This is an optimization exercise on Yosys and OpenROAD, whose aim is small area and a short achievable clock period, not a production implementation.
In this exercise RTL edits were held to simulation tests only and were not proved equivalent to the original.
The flow treats the clock pin as an ideal source. Dropping or thinning the clock tree relies on that and would not hold on a real chip.

==> zinc <==
Design conv_top, start of the top module:
module conv_top (
    input clk, rst, en,
    input    [15:0] din,
    output   [15:0] DATA_OUT,
    output          VALID
);
==> flow/config.mk <==
export PLATFORM = sky130hd
export DESIGN_NAME = conv_top
export DESIGN_NICKNAME = conv_top
export VERILOG_FILES = /design/flow/design.v
export SDC_FILE = /design/flow/constraint.sdc
export NUM_CORES = 8
export LEC_CHECK = 0
export ABC_AREA = 1
export CAP_MARGIN = 20
export CORE_MARGIN = 2
export CORE_UTILIZATION = 65
export CTS_CLUSTER_DIAMETER = 100
export CTS_CLUSTER_SIZE = 30
export SLEW_MARGIN = 20
==> flow/constraint.sdc <==
create_clock -name core_clock -period 18.0 [get_ports {clk}]
set_input_delay 3.6000 -clock core_clock [delete_from_list [all_inputs] [get_ports {clk}]]
set_output_delay 3.6000 -clock core_clock [all_outputs]
set_load 0.01 [all_outputs]
standard.sh (not shown) runs the stock make flow with config.mk's settings and CLKGATE_MAP_FILE= SYNTH_SCRIPT=/design/flow/synth_recipe.tcl, a recipe that flattens the netlist after the stock synthesis.
==> flow/flow/run.sh <==
#!/bin/bash
# Layout flow: the standard ORFS flow (standard.sh) with these changes:
#  * synthesis is synth_recipe.tcl with Yosys's early "abc -fast" mapping
#    skipped (synth -noabc), so the adder cells written in the RTL reach
#    extract_fa intact; the final ABC mapping, the flip-flop mapping and the
#    register names are unchanged;
#  * CTS adds no dummy loads (they only pad leaf nets for balance);
set -euo pipefail
W=$(cd "$(dirname "$0")/.." && pwd)
cd "$W"
MARGIN=13.6
CTSARGS="-sink_clustering_enable -repair_clock_nets -sink_clustering_size 30 -sink_clustering_max_diameter 100 -dont_use_dummy_load"
SYN=synth_recipe.tcl
sed '1s/yosys synth -nofsm -noshare /yosys synth -nofsm -noshare -noabc /' synth_recipe.tcl > synth_recipe_noabc.tcl
if head -1 synth_recipe_noabc.tcl | grep -q -- '-noabc'; then SYN=synth_recipe_noabc.tcl; fi
echo "synthesis script: $SYN, setup margin: $MARGIN" > flow_info.log
bash standard.sh SYNTH_SCRIPT="$W/$SYN" SETUP_SLACK_MARGIN=$MARGIN "CTS_ARGS=$CTSARGS" cts > flow_orfs_cts.log 2>&1
R=orfs/results/sky130hd/conv_top/base
if ODB_IN=$R/4_cts.odb ODB_OUT=$R/4_cts_top.odb openroad -no_init -exit flow/clock_top.tcl > flow_clock_top.log 2>&1 \
   && [[ -s $R/4_cts_top.odb ]]; then
  mv -f $R/4_cts_top.odb $R/4_cts.odb
else
  echo "clock_top.tcl failed: keeping ORFS's clock tree" >> flow_info.log
fi
bash standard.sh SYNTH_SCRIPT="$W/$SYN" SETUP_SLACK_MARGIN=$MARGIN finish > flow_orfs_finish.log 2>&1
Other scripts of this flow, unchanged in this note and not shown: flow/flow/clock_top.tcl
==> delta (differences from zinc) <==
==> flow/flow/run.sh (replaced) <==
#!/bin/bash
# Layout flow: the standard ORFS flow (standard.sh) with these changes:
#  * synthesis is synth_recipe.tcl with Yosys's early "abc -fast" mapping
#    skipped (synth -noabc), so the adder cells written in the RTL reach
#    extract_fa intact; the final ABC mapping, the flip-flop mapping and the
#    register names are unchanged;
set -euo pipefail
W=$(cd "$(dirname "$0")/.." && pwd)
cd "$W"
MARGIN=13.6
SYN=synth_recipe.tcl
sed '1s/yosys synth -nofsm -noshare /yosys synth -nofsm -noshare -noabc /' synth_recipe.tcl > synth_recipe_noabc.tcl
if head -1 synth_recipe_noabc.tcl | grep -q -- '-noabc'; then SYN=synth_recipe_noabc.tcl; fi
echo "synthesis script: $SYN, setup margin: $MARGIN" > flow_info.log
bash standard.sh SYNTH_SCRIPT="$W/$SYN" SETUP_SLACK_MARGIN=$MARGIN cts > flow_orfs_cts.log 2>&1
R=orfs/results/sky130hd/conv_top/base
if ODB_IN=$R/4_cts.odb ODB_OUT=$R/4_cts_top.odb openroad -no_init -exit flow/clock_top.tcl > flow_clock_top.log 2>&1 \
   && [[ -s $R/4_cts_top.odb ]]; then
  mv -f $R/4_cts_top.odb $R/4_cts.odb
else
  echo "clock_top.tcl failed: keeping ORFS's clock tree" >> flow_info.log
fi
bash standard.sh SYNTH_SCRIPT="$W/$SYN" SETUP_SLACK_MARGIN=$MARGIN finish > flow_orfs_finish.log 2>&1
==> run notes <==
metric                                                                   zinc           delta
R2R Setup Slk                                                       13,690 ps       13,620 ps
Outcome                                              timing/DRC/antenna clean  timing/DRC/antenna clean
Hold WS                                                                296 ps          319 ps
CTS-repair resized insts                                                  104              90
GR Layer Usage met2                                                     0.538           0.533
R2r endpoint                                                   ps[39]$_DFF_P_  ps[35]$_DFF_P_
Clock-pin transition on the worst setup and hold timing paths          100 ps          110 ps
Sink of the worst hold path                                    Y2[10]$_DFF_P_  Qa3[0]$_DFF_P_
Met3 GRT Util                                                          0.0641          0.0657
Register fraction of the total cell area                                0.467           0.464
Diodes inserted                                                             2               1

==> job 683 <==
Starting RTL as in the previous note.
clock: 18.0 ns
lec_check: 0
abc_area: 1
cap_margin: 20
core_margin: 2
core_utilization: 65
cts_cluster_diameter: 100
cts_cluster_size: 30
slew_margin: 20
==> flow/flow/run.sh <==
#!/bin/bash
# Layout flow: the standard ORFS flow (standard.sh) with these changes:
#  * synthesis is synth_recipe.tcl with Yosys's early "abc -fast" mapping
#    skipped (synth -noabc), so the adder cells written in the RTL reach
#    extract_fa intact, and with the final ABC mapping run by
#    flow/abc_map.script (area-oriented mapping, amap); the flip-flop mapping
#    and the register names and cells are unchanged;
#  * CTS adds no dummy loads (they only pad leaf nets for balance);
set -euo pipefail
W=$(cd "$(dirname "$0")/.." && pwd)
cd "$W"
MARGIN=13.6
CTSARGS="-sink_clustering_enable -repair_clock_nets -sink_clustering_size 30 -sink_clustering_max_diameter 100 -dont_use_dummy_load"
SYN=synth_recipe.tcl
# synth_recipe.tcl with synth -noabc, and the final ABC mapping run with flow/abc_map.script
{
  sed -n '1s/yosys synth -nofsm -noshare /yosys synth -nofsm -noshare -noabc /p' synth_recipe.tcl
  cat <<'TCL'
proc _abc_map_script {name1 name2 op} {
  upvar #0 abc_args a
  set i [lsearch -exact $a -script]
  if {$i >= 0 && [lindex $a [expr {$i+1}]] ne $::env(FLOW_ABC_MAP)} {
    set a [lreplace $a [expr {$i+1}] [expr {$i+1}] $::env(FLOW_ABC_MAP)]
  }
}
trace add variable ::abc_args write _abc_map_script
TCL
  tail -n +2 synth_recipe.tcl
} > synth_recipe_own.tcl
if head -1 synth_recipe_own.tcl | grep -q -- '-noabc'; then SYN=synth_recipe_own.tcl; fi
export FLOW_ABC_MAP="$W/flow/abc_map.script"
echo "synthesis script: $SYN, setup margin: $MARGIN" > flow_info.log
bash standard.sh SYNTH_SCRIPT="$W/$SYN" SETUP_SLACK_MARGIN=$MARGIN "CTS_ARGS=$CTSARGS" cts > flow_orfs_cts.log 2>&1
R=orfs/results/sky130hd/conv_top/base
if ODB_IN=$R/4_cts.odb ODB_OUT=$R/4_cts_top.odb openroad -no_init -exit flow/clock_top.tcl > flow_clock_top.log 2>&1 \
   && [[ -s $R/4_cts_top.odb ]]; then
  mv -f $R/4_cts_top.odb $R/4_cts.odb
else
  echo "clock_top.tcl failed: keeping ORFS's clock tree" >> flow_info.log
fi
bash standard.sh SYNTH_SCRIPT="$W/$SYN" SETUP_SLACK_MARGIN=$MARGIN finish > flow_orfs_finish.log 2>&1
==> flow/flow/clock_top.tcl <==
read_db $::env(ODB_IN)
set block [ord::get_db_block]
set maxl1 [expr {[info exists ::env(MAXL1)] ? $::env(MAXL1) : 4}]
set clknet [$block findNet clk]
set portloads [$clknet getITerms]
if {[llength $portloads] != 1} { puts "FLATTEN: port drives [llength $portloads] pins, leaving tree"; write_db $::env(ODB_OUT); exit 0 }
set root [[lindex $portloads 0] getInst]
set rootout [[$root findITerm X] getNet]
set l1 {}
foreach it [$rootout getITerms] {
  if {[$it isOutputSignal]} continue
  lappend l1 [$it getInst]
}
puts "FLATTEN: root [$root getName] drives [llength $l1] buffers"
proc loc {inst} { set b [$inst getBBox]; return [list [expr {([$b xMin]+[$b xMax])/2.0}] [expr {([$b yMin]+[$b yMax])/2.0}]] }
# greedy: repeatedly merge the closest pair until <= maxl1 groups
set groups {}
foreach i $l1 { lappend groups [list $i] }
proc gcen {g} { set x 0; set y 0; foreach i $g { lassign [loc $i] a b; set x [expr {$x+$a}]; set y [expr {$y+$b}] }; return [list [expr {$x/[llength $g]}] [expr {$y/[llength $g]}]] }
while {[llength $groups] > $maxl1} {
  set best 1e18; set bi -1; set bj -1
  for {set i 0} {$i < [llength $groups]} {incr i} {
    for {set j [expr {$i+1}]} {$j < [llength $groups]} {incr j} {
      lassign [gcen [lindex $groups $i]] x1 y1
      lassign [gcen [lindex $groups $j]] x2 y2
      set d [expr {abs($x1-$x2)+abs($y1-$y2)}]
      if {$d < $best} { set best $d; set bi $i; set bj $j }
    }
  }
  set merged [concat [lindex $groups $bi] [lindex $groups $bj]]
  set groups [lreplace $groups $bj $bj]
  set groups [lreplace $groups $bi $bi $merged]
}
# the kept buffer of each group, after the merge
set kept {}
foreach g $groups {
  set keep [lindex $g 0]
  set keepnet [[$keep findITerm X] getNet]
  foreach other [lrange $g 1 end] {
    set onet [[$other findITerm X] getNet]
    foreach it [$onet getITerms] {
      if {[$it getInst] eq $other} continue
      $it disconnect
      $it connect $keepnet
    }
    [$other findITerm A] disconnect
    [$other findITerm X] disconnect
    odb::dbInst_destroy $other
    odb::dbNet_destroy $onet
  }
  # move the kept buffer to the centre of its loads
  set x 0; set y 0; set n 0
  foreach it [$keepnet getITerms] {
    if {[$it getInst] eq $keep} continue
    lassign [loc [$it getInst]] a b; set x [expr {$x+$a}]; set y [expr {$y+$b}]; incr n
  }
  set b [$keep getBBox]
  set w [expr {[$b xMax]-[$b xMin]}]; set h [expr {[$b yMax]-[$b yMin]}]
  $keep setLocation [expr {int($x/$n - $w/2)}] [expr {int($y/$n - $h/2)}]
  [$keep findITerm A] disconnect
  [$keep findITerm A] connect $clknet
  puts "FLATTEN: [$keep getName] drives $n leaf buffers"
  lappend kept $keep
}
# rebalance: split all leaf buffers into equal halves by x, then each half into
# equal halves by y, and give each quarter to the nearest remaining buffer
if {[llength $kept] == 4} {
  set leaves {}
  foreach k $kept {
    foreach it [[[$k findITerm X] getNet] getITerms] {
      if {[$it getInst] eq $k} continue
      lassign [loc [$it getInst]] x y
      lappend leaves [list $x $y $it]
    }
  }
  set leaves [lsort -real -index 0 $leaves]
  set h [expr {[llength $leaves] / 2}]
  set quarters {}
  foreach half [list [lrange $leaves 0 [expr {$h-1}]] [lrange $leaves $h end]] {
    set half [lsort -real -index 1 $half]
    set q [expr {[llength $half] / 2}]
    lappend quarters [lrange $half 0 [expr {$q-1}]] [lrange $half $q end]
  }
  set free $kept
  foreach qt $quarters {
    set cx 0; set cy 0
    foreach l $qt { set cx [expr {$cx + [lindex $l 0]}]; set cy [expr {$cy + [lindex $l 1]}] }
    set cx [expr {$cx / [llength $qt]}]; set cy [expr {$cy / [llength $qt]}]
    set best 1e18; set bk ""
    foreach k $free {
      lassign [loc $k] kx ky
      set d [expr {abs($kx-$cx)+abs($ky-$cy)}]
      if {$d < $best} { set best $d; set bk $k }
    }
    set free [lsearch -all -inline -not -exact $free $bk]
    set knet [[$bk findITerm X] getNet]
    foreach l $qt {
      set it [lindex $l 2]
      if {[$it getNet] ne $knet} { $it disconnect; $it connect $knet }
    }
    set b [$bk getBBox]
    $bk setLocation [expr {int($cx - ([$b xMax]-[$b xMin])/2)}] [expr {int($cy - ([$b yMax]-[$b yMin])/2)}]
    puts "FLATTEN: [$bk getName] drives [llength $qt] leaf buffers after rebalancing"
  }
}
[$root findITerm A] disconnect
[$root findITerm X] disconnect
odb::dbInst_destroy $root
odb::dbNet_destroy $rootout
detailed_placement
check_placement
write_db $::env(ODB_OUT)
Other scripts of this flow, unchanged in this note and not shown: flow/flow/abc_map.script
==> inputs of job 6175, as changes to job 683 <==
--- a/flow/flow/clock_top.tcl
+++ b/flow/flow/clock_top.tcl
@@ -33,4 +33,2 @@
 }
-# the kept buffer of each group, after the merge
-set kept {}
 foreach g $groups {
@@ -62,44 +60,2 @@
   puts "FLATTEN: [$keep getName] drives $n leaf buffers"
-  lappend kept $keep
-}
-# rebalance: split all leaf buffers into equal halves by x, then each half into
-# equal halves by y, and give each quarter to the nearest remaining buffer
-if {[llength $kept] == 4} {
-  set leaves {}
-  foreach k $kept {
-    foreach it [[[$k findITerm X] getNet] getITerms] {
-      if {[$it getInst] eq $k} continue
-      lassign [loc [$it getInst]] x y
-      lappend leaves [list $x $y $it]
-    }
-  }
-  set leaves [lsort -real -index 0 $leaves]
-  set h [expr {[llength $leaves] / 2}]
-  set quarters {}
-  foreach half [list [lrange $leaves 0 [expr {$h-1}]] [lrange $leaves $h end]] {
-    set half [lsort -real -index 1 $half]
-    set q [expr {[llength $half] / 2}]
-    lappend quarters [lrange $half 0 [expr {$q-1}]] [lrange $half $q end]
-  }
-  set free $kept
-  foreach qt $quarters {
-    set cx 0; set cy 0
-    foreach l $qt { set cx [expr {$cx + [lindex $l 0]}]; set cy [expr {$cy + [lindex $l 1]}] }
-    set cx [expr {$cx / [llength $qt]}]; set cy [expr {$cy / [llength $qt]}]
-    set best 1e18; set bk ""
-    foreach k $free {
-      lassign [loc $k] kx ky
-      set d [expr {abs($kx-$cx)+abs($ky-$cy)}]
-      if {$d < $best} { set best $d; set bk $k }
-    }
-    set free [lsearch -all -inline -not -exact $free $bk]
-    set knet [[$bk findITerm X] getNet]
-    foreach l $qt {
-      set it [lindex $l 2]
-      if {[$it getNet] ne $knet} { $it disconnect; $it connect $knet }
-    }
-    set b [$bk getBBox]
-    $bk setLocation [expr {int($cx - ([$b xMax]-[$b xMin])/2)}] [expr {int($cy - ([$b yMax]-[$b yMin])/2)}]
-    puts "FLATTEN: [$bk getName] drives [llength $qt] leaf buffers after rebalancing"
-  }
 }
==> run notes <==
Job 683 completed with no timing, DRC or antenna violations. Job 6175 produced a clean layout.
In synthesized cell count, job 683 and job 6175 do not differ.
In job 683 the clock skew is higher than in job 6175, by 29 ps.
Against job 6175, the routed wire length of job 683 is higher by about 0.26%.
In job 683 the register-to-register slack is higher than in job 6175, by 70 ps.
Global-route usage is about the same in job 6175 and job 683.
In area after synthesis, job 6175 and job 683 do not differ.

-- separate check: timing with driven ports --
The results above use ideal ports. As a check the final layouts listed here were re-extracted and re-timed, cells and wires unchanged.
Step 1 assumes that a clkbuf_16 drives the clock port and a buf_2 every other input.
Step 2 also shifts input and output timing later by t, the mid clock arrival at the registers, as if the neighbouring blocks saw the same clock.
Three values: ideal ports, drivers, drivers and shift; two values: the first two.
run	t, ns	setup slack, ns	worst setup path after step 2	slew at the worst register clock pin (ns)
zinc	0.536	13.553 / 13.419 / 13.234	input to register	0.11 / 0.11
delta	0.572	13.498 / 13.364 / 13.220	input to register	0.12 / 0.12
job 683	0.543	13.557 / 13.420 / 13.207	input to register	0.11 / 0.11
job 6175	0.524	13.545 / 13.411 / 13.257	input to register	0.11 / 0.11
After both steps setup and hold are still met in every run listed. The setup slack of job 683, which loses most, moves by -0.137 ns with the drivers and by -0.350 ns with both steps.
